This is an optimization exercise on Yosys and OpenROAD, whose aim is small area, a short achievable clock period and few clock cycles per item, not a production implementation.
Function was not checked in any run shown here: the RTL went through the layout flow alone.

==> flow/design.v, too long to show whole: its modules and the start of the top module <==
// module mult: 1262 lines
module mult(
	input clk, rst, start, in_is_signed,
	input [31:0] in_a, in_b,
	output mult_status,
	output [63:0] s);
  // ...
==> flow/run.sh <==
#!/bin/bash
# synth_recipe.tcl (not shown) runs the flow's synth.tcl, then flattens the netlist and writes it again
# the make line also repeats each setting of config.mk as NAME=value (left out here)
make -C /OpenROAD-flow-scripts/flow DESIGN_CONFIG=/design/flow/config.mk WORK_HOME=/design/flow/orfs CLKGATE_MAP_FILE= SYNTH_SCRIPT=/design/flow/synth_recipe.tcl finish
==> flow/config.mk <==
export PLATFORM = sky130hd
export DESIGN_NAME = mult
export DESIGN_NICKNAME = mult
export VERILOG_FILES = /design/flow/design.v
export SDC_FILE = /design/flow/constraint.sdc
export NUM_CORES = 4
export LEC_CHECK = 0
export ABC_AREA = 1
export CAP_MARGIN = 20
export CORE_MARGIN = 2
export CORE_UTILIZATION = 40
export SLEW_MARGIN = 20
==> flow/constraint.sdc <==
create_clock -name core_clock -period 50.0 [get_ports {clk}]
set_input_delay 10.0000 -clock core_clock [delete_from_list [all_inputs] [get_ports {clk}]]
set_output_delay 10.0000 -clock core_clock [all_outputs]
set_load 0.01 [all_outputs]
==> impl_metrics.py, run 1 <==
metrics = {
    "critical_path": {
        "r2r-start": "w[14]",
        "critical_path.max_stage_delay_ps": 630,
    },
    "synth": {
        "synth_top_family_by_area": "adder cells",
        "synth_cell_types": 51,
        "netlist_top_cells_area": "sky130_fd_sc_hd__fa_1 23%, sky130_fd_sc_hd__edfxtp_1 16%, sky130_fd_sc_hd__xor2_1 13%",
        "yosysMostFrequentCell": "sky130_fd_sc_hd__inv_1",
        "synth_top_flop_cell": "sky130_fd_sc_hd__edfxtp_1",
        "synth-edff-count": 116,
    },
    "status": {
        "status": "timing/DRC/antenna clean",
    },
    "layout": {
        "fin_util_pct": 45.1,
        "multi_input_gate_share_of_total_cell_area_pct": 64.4,
        "post_route_cells_drive_above_1_share_pct": 4.06,
        "mostFrequentLayoutCell": "sky130_fd_sc_hd__inv_1",
    },
    "detailed_routing": {
        "postRouteAntennaNets": 0,
    },
    "floorplanning": {
        "die-area_um2": 56000,
        "die_w_um": 237,
        "io_pins": 133,
    },
    "cts": {
        "cts_tree": "built",
        "clock_sink_count": 117,
        "clk_latency_ps": 440,
        "postCtsHoldBufs": 0,
    },
    "sta": {
        "setup_total_negative_slack_ps": 0,
        "layout_min_cycle_time_ps": 18290,
        "timing.slew.headroom_pct": 27.8,
    },
    "placed_design": {
        "detailed_place_hpwl_um": 74400,
    },
    "grt": {
        "grt.total_usage_pct": 34.0,
    },
    "min_path": {
        "worstHoldPathType": "reg2reg",
    },
}
==> inputs of run 2 (changes only) <==
--- a/flow/design.v
+++ b/flow/design.v
@@ -1,77 +1,73 @@
 module mult(
 	input clk, rst, start, in_is_signed,
 	input [31:0] in_a, in_b,
 	output mult_status,
 	output [63:0] s);
 	reg [32:0] n;	 
 	reg busy;
-	reg [18:0] w;	 
+	reg [8:0] one, two, neg;	 
 	reg [17:0] wlo;	 
 	reg [45:0] acc;	 
 	assign mult_status = busy;
 	wire sha = &in_a[31:17] | ~|in_a[31:17];
 	wire shb = &in_b[31:17] | ~|in_b[31:17];
 	wire use_a = sha & ~shb;
 	wire [31:0] m = use_a ? in_a : in_b;
 	wire [31:0] nn = use_a ? in_b : in_a;
 	wire msign = in_is_signed & m[31];
 	wire corr = ~in_is_signed & m[31];
+	wire [18:0] wn = busy ? {wlo, 1'b0} : (sha | shb) ? {m[17:0], 1'b0} : {{4{msign}}, m[31:17]};
+	wire [8:0] one_n, two_n, neg_n;
+	assign one_n[0] = wn[1] ^ wn[0];
+	assign two_n[0] = (wn[2] & ~wn[1] & ~wn[0]) | (~wn[2] & wn[1] & wn[0]);
+	assign neg_n[0] = wn[2];
+	assign one_n[1] = wn[3] ^ wn[2];
+	assign two_n[1] = (wn[4] & ~wn[3] & ~wn[2]) | (~wn[4] & wn[3] & wn[2]);
+	assign neg_n[1] = wn[4];
+	assign one_n[2] = wn[5] ^ wn[4];
+	assign two_n[2] = (wn[6] & ~wn[5] & ~wn[4]) | (~wn[6] & wn[5] & wn[4]);
+	assign neg_n[2] = wn[6];
+	assign one_n[3] = wn[7] ^ wn[6];
+	assign two_n[3] = (wn[8] & ~wn[7] & ~wn[6]) | (~wn[8] & wn[7] & wn[6]);
+	assign neg_n[3] = wn[8];
+	assign one_n[4] = wn[9] ^ wn[8];
+	assign two_n[4] = (wn[10] & ~wn[9] & ~wn[8]) | (~wn[10] & wn[9] & wn[8]);
+	assign neg_n[4] = wn[10];
+	assign one_n[5] = wn[11] ^ wn[10];
+	assign two_n[5] = (wn[12] & ~wn[11] & ~wn[10]) | (~wn[12] & wn[11] & wn[10]);
+	assign neg_n[5] = wn[12];
+	assign one_n[6] = wn[13] ^ wn[12];
+	assign two_n[6] = (wn[14] & ~wn[13] & ~wn[12]) | (~wn[14] & wn[13] & wn[12]);
+	assign neg_n[6] = wn[14];
+	assign one_n[7] = wn[15] ^ wn[14];
+	assign two_n[7] = (wn[16] & ~wn[15] & ~wn[14]) | (~wn[16] & wn[15] & wn[14]);
+	assign neg_n[7] = wn[16];
+	assign one_n[8] = wn[17] ^ wn[16];
+	assign two_n[8] = (wn[18] & ~wn[17] & ~wn[16]) | (~wn[18] & wn[17] & wn[16]);
+	assign neg_n[8] = wn[18];
 	always @(posedge clk) begin
 		if (rst) begin
 			busy <= 1'b0;
 		end else if (!busy) begin
 			if (start) begin
 				n <= {in_is_signed & nn[31], nn};
 				wlo <= m[17:0];
-				if (sha | shb) begin
-					w <= {m[17:0], 1'b0};
-					acc <= corr ? {nn, 14'b0} : 46'b0;
-				end else begin
-					w <= {{4{msign}}, m[31:17]};
-					acc <= 46'b0;
-					busy <= 1'b1;
-				end
+				one <= one_n; two <= two_n; neg <= neg_n;
+				acc <= (corr & (sha | shb)) ? {nn, 14'b0} : 46'b0;
+				busy <= ~(sha | shb);
 			end
 		end else begin
 			acc <= s[45:0];
-			w <= {wlo, 1'b0};
+			one <= one_n; two <= two_n; neg <= neg_n;
 			busy <= 1'b0;
 		end
 	end
-	wire [8:0] one, two, neg;
 	wire [34:0] nx = {n[32], n, 1'b0};
-	assign one[0] = w[1] ^ w[0];
-	assign two[0] = (w[2] & ~w[1] & ~w[0]) | (~w[2] & w[1] & w[0]);
-	assign neg[0] = w[2];
-	assign one[1] = w[3] ^ w[2];
-	assign two[1] = (w[4] & ~w[3] & ~w[2]) | (~w[4] & w[3] & w[2]);
-	assign neg[1] = w[4];
-	assign one[2] = w[5] ^ w[4];
-	assign two[2] = (w[6] & ~w[5] & ~w[4]) | (~w[6] & w[5] & w[4]);
-	assign neg[2] = w[6];
-	assign one[3] = w[7] ^ w[6];
-	assign two[3] = (w[8] & ~w[7] & ~w[6]) | (~w[8] & w[7] & w[6]);
-	assign neg[3] = w[8];
-	assign one[4] = w[9] ^ w[8];
-	assign two[4] = (w[10] & ~w[9] & ~w[8]) | (~w[10] & w[9] & w[8]);
-	assign neg[4] = w[10];
-	assign one[5] = w[11] ^ w[10];
-	assign two[5] = (w[12] & ~w[11] & ~w[10]) | (~w[12] & w[11] & w[10]);
-	assign neg[5] = w[12];
-	assign one[6] = w[13] ^ w[12];
-	assign two[6] = (w[14] & ~w[13] & ~w[12]) | (~w[14] & w[13] & w[12]);
-	assign neg[6] = w[14];
-	assign one[7] = w[15] ^ w[14];
-	assign two[7] = (w[16] & ~w[15] & ~w[14]) | (~w[16] & w[15] & w[14]);
-	assign neg[7] = w[16];
-	assign one[8] = w[17] ^ w[16];
-	assign two[8] = (w[18] & ~w[17] & ~w[16]) | (~w[18] & w[17] & w[16]);
-	assign neg[8] = w[18];
 	wire [33:0] pp0 = (({34{one[0]}} & nx[34:1]) | ({34{two[0]}} & nx[33:0])) ^ {34{neg[0]}};
 	wire [33:0] pp1 = (({34{one[1]}} & nx[34:1]) | ({34{two[1]}} & nx[33:0])) ^ {34{neg[1]}};
 	wire [33:0] pp2 = (({34{one[2]}} & nx[34:1]) | ({34{two[2]}} & nx[33:0])) ^ {34{neg[2]}};
 	wire [33:0] pp3 = (({34{one[3]}} & nx[34:1]) | ({34{two[3]}} & nx[33:0])) ^ {34{neg[3]}};
 	wire [33:0] pp4 = (({34{one[4]}} & nx[34:1]) | ({34{two[4]}} & nx[33:0])) ^ {34{neg[4]}};
 	wire [33:0] pp5 = (({34{one[5]}} & nx[34:1]) | ({34{two[5]}} & nx[33:0])) ^ {34{neg[5]}};
 	wire [33:0] pp6 = (({34{one[6]}} & nx[34:1]) | ({34{two[6]}} & nx[33:0])) ^ {34{neg[6]}};
 	wire [33:0] pp7 = (({34{one[7]}} & nx[34:1]) | ({34{two[7]}} & nx[33:0])) ^ {34{neg[7]}};
==> run 2 against run 1 <==
Synthesized area grew 3.2%; fmax grew 4.2%; final cell count grew 4.8%; first-iteration DRC count shrank 2.6%; synthesized cell count grew 4.0%; global-route usage shrank 0.53 points; register-to-register slack gained 680 ps; highest routed layer unchanged.
==> impl_metrics.py, run 2 <==
metrics = {
    "layout": {
        "largest_register_ff_count": 46,
        "design.final.nets": 3350,
        "area_delta_synth_final_pct": 11.8,
        "layout.cells.most_common_list": "514 x sky130_fd_sc_hd__inv_1, 452 x sky130_fd_sc_hd__nand2_1, 337 x sky130_fd_sc_hd__xor2_1",
        "top_register_by_number_of_flip_flops": "acc",
        "post_route_cells_drive_above_1_share_pct": 4.23,
        "largest_regs": "acc x46, n x33, wlo x18",
        "mostFrequentLayoutCell": "sky130_fd_sc_hd__inv_1",
        "number_of_inserted_diodes": 0,
    },
    "detailed_routing": {
        "first_iter_violations": 2201,
        "route.detailed.drc": 0,
        "route.detailed.vias_per_inst": 5.79,
        "route.final.wire_length_um": 95100,
        "postRouteAntennaNets": 0,
        "routed_wire_length_per_instance_um": 25.7,
        "vias": 21451,
        "firstDrtPassIters": 6,
    },
    "synth": {
        "synth_compound_area_share_pct": 14.8,
        "synthDominantAreaCellType": "sky130_fd_sc_hd__fa_1",
        "synth-edff-count": 124,
        "post_synth_mux_area_share_pct": 0,
        "post_synth_fa_ha_maj_area_fraction_pct": 27.5,
        "synth_top_family_by_area": "adder cells",
        "synth_cell_types": 43,
        "yosysSeqAreaShare_pct": 16.8,
        "postSynthAreaPerCell_um2": 7.76,
        "synthesis.instances": 2880,
        "synth_top_flop_cell": "sky130_fd_sc_hd__edfxtp_1",
        "ys_top_cells_by_count": "514 x sky130_fd_sc_hd__inv_1, 452 x sky130_fd_sc_hd__nand2_1, 337 x sky130_fd_sc_hd__xor2_1, 299 x sky130_fd_sc_hd__o22ai_1, 251 x sky130_fd_sc_hd__fa_1",
        "netlist_top_cells_area": "sky130_fd_sc_hd__fa_1 22%, sky130_fd_sc_hd__edfxtp_1 17%, sky130_fd_sc_hd__xor2_1 13%",
        "yosysWarningCount": 1,
        "synthesis.area_um2": 22300,
        "synth_xor_xnor_area_share_pct": 13.5,
        "mappedNetlistNets": 3288,
        "ys_seq_elements": 125,
        "synth_simple_gate_area_share_pct": 15.5,
        "proportion_of_register_bits_with_asynchronous_set_or_reset_after_synthesis_pct": 0,
        "yosysMostFrequentCell": "sky130_fd_sc_hd__inv_1",
        "netlist.area_leader.share_pct": 22.5,
    },
    "sta": {
        "setup_slack_ps": 32450,
        "achievable-frequency_mhz": 57.0,
        "layout_min_cycle_time_ps": 17550,
        "timing.slew.headroom_pct": 34.1,
        "grt_setup_unrepaired": "false",
        "report.final.setup_viol": 0,
        "drv_slew": 0,
        "fin_skew_ps": 16.0,
        "setup_total_negative_slack_ps": 0,
        "final-hold-violation-count": 0,
        "worst_slew_pin_slew_ps": 983,
        "min_period_over_period_pct": 35.1,
    },
    "cts": {
        "postCtsHoldBufs": 0,
        "cts-buffers-inserted": 17,
        "post-cts-setup-buffer-count": 0,
        "ctsResizeCount": 0,
        "clock_sink_count": 125,
        "clockRootBuffer": "sky130_fd_sc_hd__clkbuf_16",
        "path_clk_slew_ps": 80,
        "cts_tree": "built",
        "clk_latency_ps": 460,
        "maximum_count_of_clock_buffers_along_a_single_path": 2,
        "htreeDepth": 4,
    },
    "min_path": {
        "holdPathStages": 2,
        "hold_start": "wlo[17]",
        "worstHoldPathType": "reg2reg",
        "min_to": "neg[8]",
    },
    "critical_path": {
        "worst-path-buf-inv": 5,
        "timing.critical_path.fanout_max": 18,
        "worst_setup_path_end_kind": "primary output",
        "setup.reg_to_reg.worst_slack_ps": 43130,
        "crit_family": "adder cells",
        "cell_repeated_most_along_the_worst_path": "sky130_fd_sc_hd__fa_1",
        "cp_cell_sequence": "clkinv_1 > o22ai_1 > xor2_1 > fa_1 > fa_1 > fa_1 > inv_1 > fa_1 > fa_1 > inv_1 > ha_1 > a21oi_1 > o21ai_0 > a21oi_1 > o21ai_0 > inv_1 > o21ai_0 > or2_2 > and2_1 > clkdlybuf4s50_1",
        "critPathKind": "reg2out",
        "crit-reg2reg-capture": "acc[40]",
        "worstPathRequired_ps": 40000,
        "r2r-start": "n[32]",
        "critical-path-slowest-cell": "sky130_fd_sc_hd__clkdlybuf4s50_1",
        "critical_path.max_stage_delay_ps": 570,
        "worst-r2r-cell-count": 22,
        "arrival_ps": 7550,
        "critPathLaunchType": "flop",
    },
    "floorplanning": {
        "die_w_um": 240,
        "io_pins": 133,
        "die-area_um2": 57800,
        "fp-row-count": 86,
        "start_util_pct": 40.5,
        "core_area_um2": 55200,
        "die_height_um": 240,
    },
    "grt": {
        "grt_pass1_vias": 22008,
        "grt_first_pass_wirelength_um": 141000,
        "grt.total_usage_pct": 33.5,
        "antenna_found_initial": 0,
        "maximum_number_of_pins_on_one_net_before_global_route_repair": 59,
        "globalRoute.totalOverflow": 0,
    },
    "placed_design": {
        "detailed_place_hpwl_um": 73600,
        "routabilityCongestion": 1.07,
        "pre_cts_ws_ps": 33120,
        "numPortBuffers": 132,
    },
    "job": {
        "drv_cap": 0,
    },
    "status": {
        "status": "timing/DRC/antenna clean",
    },
}
run 2: how the worst max path moves through the flow:
stage / cells past startpoint / start / end / slack, ps
3_3_place_gp: 20 / n[13] / s[25] / 33130
2_1_floorplan: 19 / neg[1] / s[32] / 34730
4_1_cts: 20 / n[22] / s[25] / 32610
6_report: 20 / n[22] / s[25] / 32450
3_5_place_dp: 20 / n[22] / s[25] / 33120
5_1_grt: 20 / n[23] / s[25] / 32250
run 2: through the flow:
stage / utilization [%] / instances / hold WS [ps] / area (um2)
after floorplan: - / 2880 / 529 / 22300
after global placement: 44.2 / 3671 / 546 / 24400
after detailed placement: 44.2 / 3671 / 544 / 24400
final: 45.3 / 3702 / 567 / 25000
after CTS: 45.3 / 3702 / 565 / 25000
after global routing: 45.3 / 3702 / 619 / 25000
run 2: tightest hold or removal path, cell delays in order (launching register included):
cell	delay, ps
sky130_fd_sc_hd__edfxtp_1	320
sky130_fd_sc_hd__nand2_1	60
sky130_fd_sc_hd__nand2_1	80
run 2: cells by family (layout without fill, tap and decap cells):
group	after synthesis	after routing
fa+ha+maj	340	340
xor+xnor	345	345
simple gates	820	820
buf+inv	696	770
flops	125	125
compound gates	554	554
run 2: cell type report:
| type | instances | area [um2] |
|---|---|---|
| flip-flops and latches | 125 | 3740 |
| clock buffers | 17 | 425 |
| well taps | 748 | 936 |
| clock inverters | 14 | 153 |
| multi-input cells | 2059 | 15900 |
| inverters | 559 | 2100 |
| repair buffers | 180 | 1680 |
| fillers | 5566 | 30200 |
run 2: metal layers:
metal | vias to the layer above | GRT usage, % | part of all wire (%)
met1 | 10573 | 43.8 | 41
met3 | 245 | 6.99 | 9.4
met5 | - | 0 | 0
met4 | 0 | 14.0 | 4.6
met2 | 1261 | 53.6 | 45
li1 | 9372 | - | -

==> re-timing with driven ports <==
The flow's constraints put no driver on any port. The routed layouts listed below were extracted and timed again, unchanged, in two steps. Step 1, drivers: a clkbuf_16 drives clk and a buf_2 each remaining input, both assumed. Step 2 times the ports against the registers' clock, not the clock port: input delays grow and output delays shrink by t, the midpoint of the rising clock arrivals with the driver on. Slacks: no drivers / after step 1 / after step 2; pairs: no drivers / after step 1.
| run | t, ns | slack for setup (ns) | hold slack, ns | worst register clock-pin slew, ns |
|---|---|---|---|---|
| run 1 | 0.496 | 31.709 / 31.648 / 32.144 | 0.541 / 0.541 / 0.541 | 0.07 / 0.07 |
| run 2 | 0.509 | 32.454 / 32.394 / 32.903 | 0.567 / 0.567 / 0.567 | 0.08 / 0.08 |
After both steps every run listed still meets setup and hold.
